What follows belongs to an exercise in optimizing a design on an open flow for small area, a short achievable clock period and few clock cycles per item; a production flow would make more cautious choices.
Only simulation tests tie the RTL to the original design; equivalence was not proved.

Design PixelSolverMultiCore, start of the top module:
module PixelSolverMultiCore (
  input               io_cmd_valid,
  output              io_cmd_ready,
  input      [27:0]   io_cmd_payload_x,
  input      [27:0]   io_cmd_payload_y,
  output              io_rsp_valid,
  input               io_rsp_ready,
  output     [5:0]    io_rsp_payload_iteration,
  input               clk,
  input               reset
);
Size: ~1200 flip-flops, about 68 I/O pins.
clock: 10.0 ns
lec_check: 0
cap_margin: 20
core_margin: 2
core_utilization: 60
cts_buf_list: sky130_fd_sc_hd__clkbuf_8
setup_slack_margin: 5
slew_margin: 20
synth_hierarchical: 1
standard.sh (not shown) runs the stock make flow with config.mk's settings and CLKGATE_MAP_FILE= SYNTH_SCRIPT=/design/flow/synth_recipe.tcl, a recipe that flattens the netlist after the stock synthesis.
==> flow/flow/run.sh <==
#!/bin/bash
set -euo pipefail
MARGIN=${MARGIN:-7}
sed "s/SETUP_SLACK_MARGIN=[0-9.]*/SETUP_SLACK_MARGIN=$MARGIN/" standard.sh > standard_margin.sh
bash standard_margin.sh > standard.log 2>&1
Testbench counts at the start, summed over its fixed seeds: cycles 262,439, pixels 8,192.
Edit:
CORE_UTILIZATION = 70   (was 60)
CTS_BUF_LIST = sky130_fd_sc_hd__clkbuf_16   (was sky130_fd_sc_hd__clkbuf_8)
CTS_CLUSTER_DIAMETER = 150   (was unset)
CTS_CLUSTER_SIZE = 24   (was unset)
The changed run finished clean; clock-buffer cell count went down by 211; via count is about the same; cell area falls by 4.0%; worst setup slack is better by 210 ps; routed wire length shrinks by 2.5%; critical path depth stays the same; synthesized area is unchanged; worst hold slack is better by 35 ps.

---

run A:
PixelSolverMultiCore, a different RTL version from the one above (not shown whole).
Size in the first run: roughly 6000 cells after synthesis, roughly 1200 flip-flops, roughly 68 I/O pins, about 0.067 mm^2 of cells after synthesis.
## PixelSolverMultiCore
module PixelSolverMultiCore (
  input               io_cmd_valid,
  output              io_cmd_ready,
  input      [27:0]   io_cmd_payload_x,
  input      [27:0]   io_cmd_payload_y,
  output              io_rsp_valid,
  input               io_rsp_ready,
  output     [5:0]    io_rsp_payload_iteration,
  input               clk,
  input               reset
);
  reg  [27:0] r0_x, r0_y, r0_x0, r0_y0;
  reg  [5:0]  r0_it;       
  reg         r0_lesc;     
  reg  [2:0] r0_seq;
  reg         r0_act;      
  reg  [44:0] r0_snap;
  reg  [2:1] act;        
  reg  [13:0] r0_bo, r0_bt;  
  reg  [13:0] r0_bn;         
  reg  [27:0] r0_xn;         
  reg         tk;          
  reg         wb_v;        
  reg  [2:0] wb_seq;      
  reg  [5:0]  wb_res;      
  reg  [5:0]  rob_d [0:7];
  reg  [7:0] rob_v;
  reg  [2:0] head, alloc;
  reg  [3:0] used;
  reg         o_v;
  reg  [5:0]  o_it;
  assign io_cmd_ready = tk;
  wire        acc = tk & io_cmd_valid;
  assign io_rsp_valid = o_v;
  assign io_rsp_payload_iteration = o_it;
  wire [5:0]  itc = r0_it + 6'd1;
  wire        inx = (r0_x[27:22] == 6'd0) | (r0_x[27:22] == 6'h3f);
  wire        iny = (r0_y[27:22] == 6'd0) | (r0_y[27:22] == 6'h3f);
  wire [3:0]  qx = r0_x[21:18] ^ {4{r0_x[27]}};
  wire [3:0]  qy = r0_y[21:18] ^ {4{r0_y[27]}};
  wire        big = inx & iny & (qx[3] | qy[3] | (qx[2] & qy[2] & ((~qx[1] & qy[1] & qy[0]) | (qx[1] & ~qx[0] & qy[1]) | (qx[1] & qx[0]))));
  wire        zsmall = (r0_x[27:21] == {7{r0_x[21]}}) & (r0_y[27:21] == {7{r0_y[21]}});
  wire        cyc = (itc > 6'd4) & zsmall & r0_snap[44] & ({r0_x[21:0], r0_y[21:0]} == r0_snap[43:0]);
  ...
Settings: LEC_CHECK=0, CAP_MARGIN=20, CORE_MARGIN=2, CORE_UTILIZATION=60, CTS_BUF_LIST=sky130_fd_sc_hd__clkbuf_16, CTS_CLUSTER_DIAMETER=120, CTS_CLUSTER_SIZE=20, SETUP_SLACK_MARGIN=5, SLEW_MARGIN=20, SYNTH_HIERARCHICAL=1; clock period 10.0 ns.
==> flow/flow/run.sh <==
#!/bin/bash
set -euo pipefail
MARGIN=${MARGIN:-6.8}
sed "s/SETUP_SLACK_MARGIN=[0-9.]*/SETUP_SLACK_MARGIN=$MARGIN/" standard.sh > standard_margin.sh
bash standard_margin.sh > standard.log 2>&1
Run A: done, clean on timing, DRC and antenna
Testbench counts of run A, summed over its fixed seeds: cycles 255,610, pixels 8,192.
Input-level comparison between run B and run A:
# run A
export LEC_CHECK = 0
export CAP_MARGIN = 20
export CORE_MARGIN = 2
export CORE_UTILIZATION = 60
export CTS_BUF_LIST = sky130_fd_sc_hd__clkbuf_16
export CTS_CLUSTER_DIAMETER = 120
export CTS_CLUSTER_SIZE = 20
export SETUP_SLACK_MARGIN = 5
export SLEW_MARGIN = 20
export SYNTH_HIERARCHICAL = 1
create_clock -name core_clock -period 10.0 [get_ports {clk}]
# run B
export LEC_CHECK = 0
export CAP_MARGIN = 20
export CORE_MARGIN = 2
export CORE_UTILIZATION = 60
export CTS_BUF_LIST = sky130_fd_sc_hd__clkbuf_16
export CTS_CLUSTER_DIAMETER = 150
export CTS_CLUSTER_SIZE = 24
export SETUP_SLACK_MARGIN = 5
export SLEW_MARGIN = 20
export SYNTH_HIERARCHICAL = 1
create_clock -name core_clock -period 10.0 [get_ports {clk}]
diff --git a/flow/flow/run.sh b/flow/flow/run.sh
--- a/flow/flow/run.sh
+++ b/flow/flow/run.sh
@@ -3 +3 @@
-MARGIN=${MARGIN:-6.8}
+MARGIN=${MARGIN:-7}
==> results.txt <==
Run B went all the way through synthesis, placement and routing and the layout is clean on timing, DRC and antenna.
Run B -> run A: die area delta 0, exact match
Going from run A to run B, the setup slack after layout was found to have gone down by 0.032 ns.
Run comparison: run B launching instance or port of the critical path o_it[3]; run A launching instance or port of the critical path o_it[0]
Run B vs run A — clock buffer instance count of the final layout dropped by more than 10%
The post-route clock period utilization reported for run B is greater than that of run A by 0.32 points.
Delta (run B minus run A): count of non-CTS inverters in the layout picked up an extra 0.67%.
Run B — worst hold slack 0.0037 ns lower, run A as reference
Run B ended up with a lower fraction of area in registers than run A did.
--- input diff run B..run C ---
# run B
export LEC_CHECK = 0
export CAP_MARGIN = 20
export CORE_MARGIN = 2
export CORE_UTILIZATION = 60
export CTS_BUF_LIST = sky130_fd_sc_hd__clkbuf_16
export CTS_CLUSTER_DIAMETER = 150
export CTS_CLUSTER_SIZE = 24
export SETUP_SLACK_MARGIN = 5
export SLEW_MARGIN = 20
export SYNTH_HIERARCHICAL = 1
create_clock -name core_clock -period 10.0 [get_ports {clk}]
# run C
export LEC_CHECK = 0
export CAP_MARGIN = 20
export CORE_MARGIN = 2
export CORE_UTILIZATION = 65
export CTS_BUF_LIST = sky130_fd_sc_hd__clkbuf_16
export CTS_CLUSTER_DIAMETER = 150
export CTS_CLUSTER_SIZE = 24
export SETUP_SLACK_MARGIN = 5
export SLEW_MARGIN = 20
export SYNTH_HIERARCHICAL = 1
create_clock -name core_clock -period 10.0 [get_ports {clk}]
diff --git a/flow/flow/run.sh b/flow/flow/run.sh
--- a/flow/flow/run.sh
+++ b/flow/flow/run.sh
@@ -3 +3 @@
-MARGIN=${MARGIN:-7}
+MARGIN=${MARGIN:-6.8}
Run C has completed all stages; timing, DRC and antenna checks passed.
Detailed route, run C vs run B: via total higher for run C
Run B fits on a die that is larger than the die of run C.
The run showing the greater total area of sequential cells is run B.
Measured against run B, the number of gates given a new drive strength after cts of run C comes out at 0.39 times the reference value.
> inputs changed (run C -> run D)
# run C
export LEC_CHECK = 0
export CAP_MARGIN = 20
export CORE_MARGIN = 2
export CORE_UTILIZATION = 65
export CTS_BUF_LIST = sky130_fd_sc_hd__clkbuf_16
export CTS_CLUSTER_DIAMETER = 150
export CTS_CLUSTER_SIZE = 24
export SETUP_SLACK_MARGIN = 5
export SLEW_MARGIN = 20
export SYNTH_HIERARCHICAL = 1
create_clock -name core_clock -period 10.0 [get_ports {clk}]
# run D
export LEC_CHECK = 0
export CAP_MARGIN = 20
export CORE_MARGIN = 2
export CORE_UTILIZATION = 60
export CTS_BUF_LIST = sky130_fd_sc_hd__clkbuf_16
export CTS_CLUSTER_DIAMETER = 150
export CTS_CLUSTER_SIZE = 24
export SETUP_SLACK_MARGIN = 5
export SLEW_MARGIN = 20
export SYNTH_HIERARCHICAL = 1
create_clock -name core_clock -period 10.0 [get_ports {clk}]
==> results.txt <==
Run D finished all stages; the layout is clean. Run D vs. run C: core utilization went down by 5.3 points. Between run C and run D, the flow reports placeable core region increasing by a little under 10%. Run D -> run C: post-synthesis share of cell area spent on full adders, half adders and majority gates delta 0, exact match. Of the two values seen for highest signal layer in the routed design, met5 was produced by run D and met4 by run C. Run C has higher fmax than run D. On run D: final worst setup slack is 0.028 ns lower than what run C gave.
Edits applied to the flow inputs when going from run D to run E:
diff --git a/flow/flow/run.sh b/flow/flow/run.sh
--- a/flow/flow/run.sh
+++ b/flow/flow/run.sh
@@ -3 +3 @@
-MARGIN=${MARGIN:-6.8}
+MARGIN=${MARGIN:-7.25}
==> results.txt <==
Non-clock buffer count (run D / run E): 0.46. Global-route wire length before repair for run E: about 5% up relative to run D.

-- port drivers added, routing unchanged --
How much do the figures lean on ideal ports? The routed layouts below were timed once more, with nothing changed but the port constraints.
Step 1 sets driving cells, clkbuf_16 on the clock port and buf_2 on the other inputs (assumed; they add their load-dependent delay and slew).
Step 2 also shifts input and output timing later by t, the mid clock arrival at the registers, as if the neighbouring blocks saw the same clock.
a / b / c = ideal ports / drivers / drivers and shift; a / b = the first two.
run | shift t [ns] | setup slack, ns | worst setup path after step 2 | worst data-port slew with drivers (ns) | cell pins on the clock port's net
the first run of note 1 | 1.016 | 6.413 / 6.342 / 6.187 | input to register | 0.08 | 1
the second run of note 1 | 0.803 | 6.621 / 6.548 / 6.375 | input to register | 0.05 | 1
run A | 0.746 | 6.807 / 6.728 / 6.177 | input to register | 0.11 | 1
run B | 0.772 | 6.775 / 6.697 / 6.390 | input to register | 0.12 | 1
run C | 0.770 | 6.785 / 6.713 / 6.159 | input to register | 0.13 | 1
run D | 0.783 | 6.757 / 6.677 / 6.194 | input to register | 0.11 | 1
run E | 0.775 | 6.763 / 6.688 / 6.551 | input to register | 0.08 | 1
After both steps every run listed still meets setup and hold. For run A, which loses most, drivers alone change the setup slack by -0.079 ns; drivers and shift together by -0.630 ns.
